Context: an optimization exercise on an open-source flow, tuned for small area. The choices shown serve that exercise and are no tape-out recipe.
Only simulation tests tie the RTL to the original design; equivalence was not proved.
Power is estimated from default activity; no workload was simulated.

main:
==> module i2s_mavg, before the edit <==
module i2s_mavg (
	input         clk,         
	input         rst,         
	input         lrck,        
	input         adcdat,      
	input         dsp_en,      
	input  [15:0] sram_rdata,  
	output [17:0] sram_addr,   
	output [15:0] sram_wdata,  
	output        sram_we_n,   
	output        dacdat       
);
	reg        lrp;     
	reg  [3:0] cnt;     
	reg        done;    
	reg [15:0] sL, sR;  
	wire tog = lrp ^ lrck;
	always @(posedge clk) begin
		if (rst) begin
			lrp  <= 1'b0;
			cnt  <= 4'hF;
			done <= 1'b1;
		end else begin
			lrp <= lrck;
			if (tog) begin
				cnt  <= 4'hF;
				done <= 1'b0;
			end else if (cnt != 4'h0)
				cnt <= cnt - 4'h1;
			else
				done <= 1'b1;
		end
	end
	always @(posedge clk) begin
		if (rst) begin
			sL <= 16'h0;
			sR <= 16'h0;
		end else if (!done && !tog) begin
			if (lrck) sR[cnt] <= adcdat;
			else      sL[cnt] <= adcdat;
		end
	end
	localparam [2:0] C0 = 3'd0, C1 = 3'd1, C2 = 3'd2, C3 = 3'd3, C4 = 3'd4,
	                 C5 = 3'd5, P1 = 3'd6, P2 = 3'd7;
	reg [2:0] fc;
	reg       we_n;
	reg [6:0] addr;
	reg       d15;      
	always @(posedge clk) begin
		if (rst) begin
			fc   <= C0;
			we_n <= 1'b1;
			addr <= 7'd0;
			d15  <= 1'b0;
		end else begin
			case (fc)
				C0:      fc <= P1;
				P1:      fc <= tog ? P1 : P2;
				P2:      fc <= tog ? P1 : C3;
				C1:      fc <= tog ? C1 : C2;
				C2:      fc <= tog ? C1 : C3;
				C3:      fc <= tog ? C1 : C4;
				C4:      fc <= tog ? C1 : C5;
				default: fc <= tog ? C1 : C5;
			endcase
			if (!tog) begin
				if (fc == C1 || fc == P1) we_n <= 1'b1;
				if (fc == C2 || fc == P2) begin
					we_n <= 1'b0;
					d15  <= lrck ? sL[15] : sR[15];
				end
				if (fc == C3) we_n <= 1'b1;
				if (fc == C4) addr <= (addr == 7'd79) ? 7'd0 : addr + 7'd1;
			end
		end
	end
	wire showL = lrp ^ (fc == C1 || fc == C2);
	assign sram_wdata = {d15, showL ? sL[14:0] : sR[14:0]};
	reg z1, z2;
	always @(posedge clk) begin
		z1 <= z1 & ~rst;
		z2 <= z2 & ~rst;
	end
	wire wcyc = (fc == C3 && ((cnt == 4'd13 && !done) || (cnt == 4'd12 && done))
	                      && d15 == (lrp ? sL[15] : sR[15]))
	         || (fc == C1 && cnt == 4'hF && !done && d15 == (lrp ? sR[15] : sL[15]));
	assign sram_addr  = {{6{z1}}, {5{z2}}, addr};
	assign sram_we_n  = we_n | ~wcyc;
	reg [22:0] accA, accB;
	wire upd = (fc == C3);
	wire [16:0] e;
	wire [16:0] ec;
	assign ec[0] = 1'b1;
	genvar gi;
	generate
		for (gi = 0; gi < 16; gi = gi + 1) begin : g_sub
			wire a = sram_wdata[gi], b = ~sram_rdata[gi];
			assign e[gi] = a ^ b ^ ec[gi];
			if (gi < 15) assign ec[gi+1] = (a & b) | (ec[gi] & (a ^ b));
			else         assign ec[16]   = (a & b) | (ec[gi] & (a ^ b));
		end
	endgenerate
	assign e[16] = sram_wdata[15] ^ ~sram_rdata[15] ^ ec[16];
	wire [22:0] g = {{6{e[16] & upd}}, e & {17{upd}}};
	wire [22:0] sum;
	wire [23:0] sc;
	assign sc[0] = 1'b0;
	generate
		for (gi = 0; gi < 23; gi = gi + 1) begin : g_acc
			assign sum[gi]  = accB[gi] ^ g[gi] ^ sc[gi];
			assign sc[gi+1] = (accB[gi] & g[gi]) | (sc[gi] & (accB[gi] ^ g[gi]));
		end
	endgenerate
	always @(posedge clk) begin
		if (rst) begin
			accA <= 23'd0;
			accB <= 23'd0;
		end else if (tog) begin
			accA <= sum;
			accB <= accA;
		end else
			accB <= sum;
	end
	wire go = (cnt == 4'hF) & ~done;
	reg  lor;
	wire lor_n = go ? lrck : lor;
	reg  dpass, ddsp;
	reg  [2:0] rr;
	wire sg = accA[22];
	wire [18:0] ah = accA[22:4];
	wire [18:0] y;
	wire [19:0] yc;
	assign yc[0] = sg & (accA[3:0] != 4'd0);
	assign y[0] = ah[0] ^ yc[0];
	assign yc[1] = ah[0] & yc[0];
	assign y[1] = ah[1] ^ yc[1];
	assign yc[2] = ah[1] & yc[1];
	assign y[2] = ah[2] ^ sg ^ yc[2];
	assign yc[3] = (ah[2] & sg) | (yc[2] & (ah[2] ^ sg));
	generate
		for (gi = 3; gi < 19; gi = gi + 1) begin : g_y
			assign y[gi] = ah[gi] ^ yc[gi];
			assign yc[gi+1] = ah[gi] & yc[gi];
		end
	endgenerate
	reg  [2:0] r0;
	always @(*) begin
		case (y[18:15])
			4'd0, 4'd5, 4'd11:        r0 = 3'd0;  
			4'd1, 4'd6, 4'd12:        r0 = 3'd1;
			4'd2, 4'd7, 4'd8, 4'd13:  r0 = 3'd2;
			4'd3, 4'd9, 4'd14:        r0 = 3'd3;
			default:                  r0 = 3'd4;  
		endcase
	end
	wire [3:0] cm1 = cnt - 4'd1;
	wire [2:0] rc  = (cnt == 4'hF) ? r0 : rr;
	wire [3:0] t   = {rc, y[cm1]};
	wire       qb  = (t >= 4'd5);
	wire [3:0] tr  = qb ? t - 4'd5 : t;
	always @(negedge clk) begin
		if (rst) begin
			lor   <= 1'b0;
			dpass <= 1'b0;
			ddsp  <= 1'b0;
		end else begin
			lor <= lor_n;
			if (cnt != 4'h0 || !done)
				dpass <= lor_n ? sR[cnt] : sL[cnt];
			ddsp <= (cnt != 4'h0) & qb;
		end
		rr <= tr[2:0];
	end
	assign dacdat = dsp_en ? ddsp : dpass;
endmodule
Settings: LEC_CHECK=0, CAP_MARGIN=20, CORE_MARGIN=2, CORE_UTILIZATION=40, CTS_BUF_LIST=sky130_fd_sc_hd__clkbuf_8, SLEW_MARGIN=20; clock period 20.0 ns.
standard.sh (not shown) runs the stock make flow with config.mk's settings and CLKGATE_MAP_FILE= SYNTH_SCRIPT=/design/flow/synth_recipe.tcl, a recipe that flattens the netlist after the stock synthesis.
==> flow/flow/run.sh <==
#!/bin/bash
# Standard synthesis, then the combinational logic re-mapped by ABC for area
# (flip-flops untouched), then the standard layout with the ports buffered by
# the smallest buffer cell.
set -euo pipefail
R=$(pwd)/orfs/results/${FLOW_PLATFORM}/i2s_mavg/base
LIB=${FLOW_HOME}/platforms/${FLOW_PLATFORM}/lib/sky130_fd_sc_hd__tt_025C_1v80.lib
bash standard.sh synth > synth.log 2>&1
cp $R/1_2_yosys.v $R/1_2_yosys_standard.v
sed -e "s#LIBFILE#$LIB#g" -e "s#NETIN#$R/1_2_yosys_standard.v#" -e "s#NETOUT#$R/1_2_yosys_area.v#" \
    -e "s#TOP#${FLOW_TOP}#" -e "s#ABCSCRIPT#$(pwd)/flow/area.abc#" flow/reabc.ys > reabc_run.ys
yosys -l reabc.log reabc_run.ys > /dev/null 2>&1
cp $R/1_2_yosys_area.v $R/1_2_yosys.v
export BUFFER_PORTS_ARGS="-buffer_cell sky130_fd_sc_hd__buf_1"
bash standard.sh finish > finish.log 2>&1
==> flow/flow/area.abc <==
strash
&get -n
&deepsyn -T 10
&put
dch -f
map -a
==> flow/flow/reabc.ys <==
# Re-map the combinational logic of the standard synthesis for area.
# The flip-flops are kept as they are (same cells, names and connections).
read_liberty -ignore_miss_func LIBFILE
read_verilog NETIN
hierarchy -top TOP
blackbox sky130_fd_sc_hd__dfxtp_1 sky130_fd_sc_hd__dfxtp_2 sky130_fd_sc_hd__dfxtp_4
flatten
rename -hide w:*.*
opt -purge
techmap
opt -purge
abc -liberty LIBFILE -script ABCSCRIPT -dont_use *probe* -dont_use *lpflow* -dont_use *clkdly* -dont_use *dlygate* -dont_use *clkbuf* -dont_use *clkinv*
opt_clean -purge
hilomap -singleton -hicell sky130_fd_sc_hd__conb_1 HI -locell sky130_fd_sc_hd__conb_1 LO
setundef -zero
insbuf -buf sky130_fd_sc_hd__buf_1 A X
check
stat -liberty LIBFILE
write_verilog -noattr -nohex -nodec NETOUT
--- input diff main..the feature branch ---
--- a/flow/design.v
+++ b/flow/design.v
@@ -86,30 +86,20 @@
 	         || (fc == C1 && cnt == 4'hF && !done && d15 == (lrp ? sR[15] : sL[15]));
 	assign sram_addr  = {{6{z1}}, {5{z2}}, addr};
 	assign sram_we_n  = we_n | ~wcyc;
 	reg [22:0] accA, accB;
+	wire upr = (fc == C2 || fc == P2) && !tog;
 	wire upd = (fc == C3);
-	wire [16:0] e;
-	wire [16:0] ec;
-	assign ec[0] = 1'b1;
+	wire [15:0] xo = ({16{upd}} & sram_wdata) | ({16{upr}} & ~sram_rdata);
+	wire [22:0] x  = {{7{xo[15]}}, xo};
+	wire [22:0] sum;
+	wire [23:0] sc;
+	assign sc[0] = upr;
 	genvar gi;
 	generate
-		for (gi = 0; gi < 16; gi = gi + 1) begin : g_sub
-			wire a = sram_wdata[gi], b = ~sram_rdata[gi];
-			assign e[gi] = a ^ b ^ ec[gi];
-			if (gi < 15) assign ec[gi+1] = (a & b) | (ec[gi] & (a ^ b));
-			else         assign ec[16]   = (a & b) | (ec[gi] & (a ^ b));
-		end
-	endgenerate
-	assign e[16] = sram_wdata[15] ^ ~sram_rdata[15] ^ ec[16];
-	wire [22:0] g = {{6{e[16] & upd}}, e & {17{upd}}};
-	wire [22:0] sum;
-	wire [23:0] sc;
-	assign sc[0] = 1'b0;
-	generate
 		for (gi = 0; gi < 23; gi = gi + 1) begin : g_acc
-			assign sum[gi]  = accB[gi] ^ g[gi] ^ sc[gi];
-			assign sc[gi+1] = (accB[gi] & g[gi]) | (sc[gi] & (accB[gi] ^ g[gi]));
+			assign sum[gi]  = accB[gi] ^ x[gi] ^ sc[gi];
+			assign sc[gi+1] = (accB[gi] & x[gi]) | (sc[gi] & (accB[gi] ^ x[gi]));
 		end
 	endgenerate
 	always @(posedge clk) begin
 		if (rst) begin
--- outcome ---
Routed wire in the feature branch totals more than in main.
The portion of total power attributed to combinational logic of the feature branch exceeds that of main by 1.2 points.
Relative to main, the row count of the feature branch is lower by 2.
The feature branch has post-synthesis instance total below what main had.
Detailed placer's ending HPWL on the feature branch is up relative to main.
main vs the feature branch, library cell contributing the largest single delay on the critical path: dfxtp_1 vs a221o_2
The lower sequential power share came out of main.
The feature branch vs main, critical path start-end classification: input port to flip-flop vs flip-flop to output pin
Looking at most common cell after layout, fill and taps aside, the o21ai_0 result is from the feature branch; the inv_1 one comes from main.
